This design comes from an exercise in tuning for small area and a short achievable clock period on the open sky130 flow, not from production work.
Function was checked by simulation only, so behaviour that the tests miss may differ from the original.
Power is estimated from default activity; no workload was simulated.

// core
module core(clk,
            rst_n,
            mem_wen_D,
            mem_addr_D,
            mem_wdata_D,
            mem_rdata_D,
            mem_addr_I,
            mem_rdata_I
);
input         clk, rst_n;
output        mem_wen_D;
output [31:0] mem_addr_D;
output [31:0] mem_wdata_D;
input  [31:0] mem_rdata_D;
output [31:0] mem_addr_I;
input  [31:0] mem_rdata_I;
function [31:0] bswap;
    input [31:0] d;
    bswap = {d[7:0], d[15:8], d[23:16], d[31:24]};
endfunction
wire [31:0] inst = bswap(mem_rdata_I);
wire [4:0]  rs1  = inst[19:15];
wire [4:0]  rs2  = inst[24:20];
wire [4:0]  rd   = inst[11:7];
wire op_lw_n = inst[5];
wire op_sw   = ~inst[6] & inst[5] & ~inst[4];
wire op_beq  = inst[6] & ~inst[2];
wire op_jal  = inst[3];
wire op_jalr = inst[6] & inst[2] & ~inst[3];
wire op_link = inst[2];                       
wire reg_we  = inst[4] | ~inst[5] | inst[2];  
reg  [31:0] pc;
reg  [31:0] rf [1:31];
wire [32*32-1:0] rf_flat;
assign rf_flat[31:0] = 32'b0;
genvar g;
generate
    for (g = 1; g < 32; g = g + 1) begin : flat
        assign rf_flat[g*32 +: 32] = rf[g];
    end
endgenerate
wire [31:0] rdata1, rdata2;
wire [31:0] rdata2_a;              
wire [31:0] rd1_n0, rd1_n1;        
wire [31:0] unused_q;
rf_port rp1(.sel(rs1), .regs(rf_flat), .q(unused_q), .q2(rdata1), .n0(rd1_n0), .n1(rd1_n1));
rf_port rp2(.sel(rs2), .regs(rf_flat), .q(rdata2_a), .q2(rdata2), .n0(), .n1());
wire [31:0] imm_ls = {{21{inst[31]}}, inst[30:25], (inst[5] & ~inst[6]) ? inst[11:7] : inst[24:20]};
wire [31:0] addr;
wire [31:0] addr_pc;    
ks_addr32 addr_add(.an0(rd1_n0), .an1(rd1_n1), .a(rdata1), .b(imm_ls), .s(addr), .s2(addr_pc));
wire        inv_b  = inst[30] | inst[13] | inst[6];    
wire [31:0] addsub;
ks_add32 #(.CI(1), .INV(0)) alu_add(.a(rdata1), .b(rdata2 ^ {32{inv_b}}), .ci(inv_b), .s(addsub));
wire        lt     = (rdata1[31] ^ rdata2[31]) ? rdata1[31] : addsub[31];
  ...
Size in the first run: ~4300 cells after synthesis, ~51000 um^2 of cells after synthesis.
clock: 11.5 ns
lec_check: 0
cap_margin: 10
core_margin: 2
core_utilization: 45
cts_cluster_diameter: 80
cts_cluster_size: 20
setup_slack_margin: 3.5
slew_margin: 10
synth_hierarchical: 1
synth_minimum_keep_size: 0
tns_end_percent: 100
standard.sh (not shown) runs the stock make flow with config.mk's settings and CLKGATE_MAP_FILE= SYNTH_SCRIPT=/design/flow/synth_recipe.tcl, a recipe that flattens the netlist after the stock synthesis.
==> flow/flow/run.sh <==
#!/bin/bash
# The standard layout, with the port buffers made as buf_4 instead of the
# default choice (a delay buffer). Runs in the standard flow's work folder.
set -euo pipefail
export BUFFER_PORTS_ARGS="-buffer_cell sky130_fd_sc_hd__buf_4"
bash standard.sh > standard.log 2>&1
Rerun with:
- CAP_MARGIN: 10 -> 20
- CORE_UTILIZATION: 45 -> 40
- SLEW_MARGIN: 10 -> 20
=> Clock skew grows by 0.0044 ns. Via count stays flat. Area after synthesis stays the same. Utilization drops by 5.1 points. Setup slack gains 0.028 ns. Global-route usage falls by 3.6 points. Sequential power stays flat. Design area grows by about 1%. Combinational power rose by about 1%.
Rerun with:
- CORE_UTILIZATION: 40 -> 45
Outcome:
- die area shrinks by 11%
- final area shrinks by 0.99%
- count of clock-buffer cells in the layout grows by 5
- routed wire length shrinks by 0.83%


## the reference run
Another version of the RTL of core (not shown whole).
Settings: LEC_CHECK=0, CAP_MARGIN=20, CORE_MARGIN=2, CORE_UTILIZATION=40, SETUP_SLACK_MARGIN=3.0, SLEW_MARGIN=20, SYNTH_HIERARCHICAL=1, SYNTH_MINIMUM_KEEP_SIZE=0; clock period 11.5 ns.
Scripts as last shown in full above: flow/flow/run.sh
The reference run completed; timing, DRC and antenna clean
Changes in the trial run relative to the reference run:
- changing CORE_UTILIZATION from 40 to 50
==> flow/run.sh (new file) <==
#!/bin/bash
# synth_recipe.tcl (not shown) runs the flow's synth.tcl, then flattens the netlist and writes it again
# the make line also repeats each setting of config.mk as NAME=value (left out here)
make -C /OpenROAD-flow-scripts/flow DESIGN_CONFIG=/design/flow/config.mk WORK_HOME=/design/flow/orfs CLKGATE_MAP_FILE= SYNTH_SCRIPT=/design/flow/synth_recipe.tcl finish
removed: flow/flow/run.sh
removed: flow/standard.sh
Notes after the runs:
- On fill cell total of the finished layout: between the reference run and the trial run, it ends up higher for the reference run.
- Compared with the reference run, total length of routed met2 wires in the trial run increased by a few percent.
- In the flow results for the reference run and the trial run, the DRC violation total after the first TritonRoute iteration is smaller on the reference run.
- Area of the multi-input gates in the trial run vs the reference run: up 3.6%
- The reference run leaves more setup margin than the trial run.


Another version of the RTL of core (not shown whole).
Size in the first run: roughly 4300 cells after synthesis, about 160 I/O pins, roughly 51000 µm² of cells after synthesis.
export LEC_CHECK = 0
export CAP_MARGIN = 20
export CORE_MARGIN = 2
export CORE_UTILIZATION = 40
export CTS_CLUSTER_DIAMETER = 80
export CTS_CLUSTER_SIZE = 20
export SETUP_SLACK_MARGIN = 3.75
export SLEW_MARGIN = 20
export SYNTH_HIERARCHICAL = 1
export SYNTH_MINIMUM_KEEP_SIZE = 0
export TNS_END_PERCENT = 100
create_clock -name core_clock -period 11.5 [get_ports {clk}]
==> flow/flow/run.sh <==
#!/bin/bash
# The standard layout, with the port buffers made as buf_4 instead of the
# default choice (a delay buffer). Runs in the standard flow's work folder.
set -euo pipefail
export BUFFER_PORTS_ARGS="-buffer_cell sky130_fd_sc_hd__buf_4"
bash standard.sh > standard.log 2>&1
The first run completed without violations.
==> next run, changes <==
--- a/flow/config.mk
+++ b/flow/config.mk
@@ -8,8 +8,8 @@
 export CAP_MARGIN = 20
 export CORE_MARGIN = 2
-export CORE_UTILIZATION = 40
+export CORE_UTILIZATION = 45
 export CTS_CLUSTER_DIAMETER = 80
 export CTS_CLUSTER_SIZE = 20
-export SETUP_SLACK_MARGIN = 3.75
+export SETUP_SLACK_MARGIN = 3.5
 export SLEW_MARGIN = 20
 export SYNTH_HIERARCHICAL = 1
Core utilization goes up by 4.6 points.
Worst setup slack gets worse by 0.19 ns.
Total power goes down by 1.1%.
Critical path depth goes down by 1.
Global-route usage goes up by 3.6 points.
Routed wire length goes down by about 0.8%.
Cell area goes down by 2.1%.
Fmax goes down by 2.4%.
==> next run, changes <==
--- a/flow/config.mk
+++ b/flow/config.mk
@@ -8,5 +8,5 @@
 export CAP_MARGIN = 20
 export CORE_MARGIN = 2
-export CORE_UTILIZATION = 45
+export CORE_UTILIZATION = 40
 export CTS_CLUSTER_DIAMETER = 80
 export CTS_CLUSTER_SIZE = 20
Effect:
- The changed run produced a clean layout
- clock-buffer cell count goes up by 1
- combinational power decreases by about 1%
- first-iteration DRC count climbs by 6.7%
- via count goes down by 0.32%
- clock power barely changes
- maximum frequency went up by 0.38%

## port drivers added, routing unchanged
How much do the figures lean on ideal ports? The routed layouts below were timed once more, with nothing changed but the port constraints. Step 1: set_driving_cell puts a clkbuf_16 on clk and a buf_2 on each other input, an assumption about the parent block. Step 2 adds t to the input delays and takes it off the output delays; t is the mean of the earliest and latest rising clock arrival at the registers after step 1. Input paths then give back, and output paths get back, about the clock's delay inside the block. Slacks: ideal ports / drivers / drivers and shift; pairs: ideal ports / drivers.
run	t (ns)	slack for setup (ns)	worst setup path at the end	cell pins on the clock port's net
the first run of note 1	0.773	3.463 / 3.425 / 2.929	input to register	1
the second run of note 1	0.754	3.491 / 3.452 / 2.978	input to register	1
the third run of note 1	0.766	3.506 / 3.476 / 3.085	input to register	1
the reference run	0.772	2.853 / 2.818 / 2.220	input to register	1
the trial run	0.786	2.700 / 2.669 / 2.410	input to register	1
the first run of note 3	0.761	3.636 / 3.544 / 3.028	input to register	1
the second run of note 3	0.775	3.441 / 3.398 / 3.365	input to register	1
the third run of note 3	0.760	3.472 / 3.429 / 3.115	input to register	1
After both steps every run listed still meets setup and hold. For the reference run, which loses most, drivers alone change the setup slack by -0.035 ns; drivers and shift together by -0.633 ns.
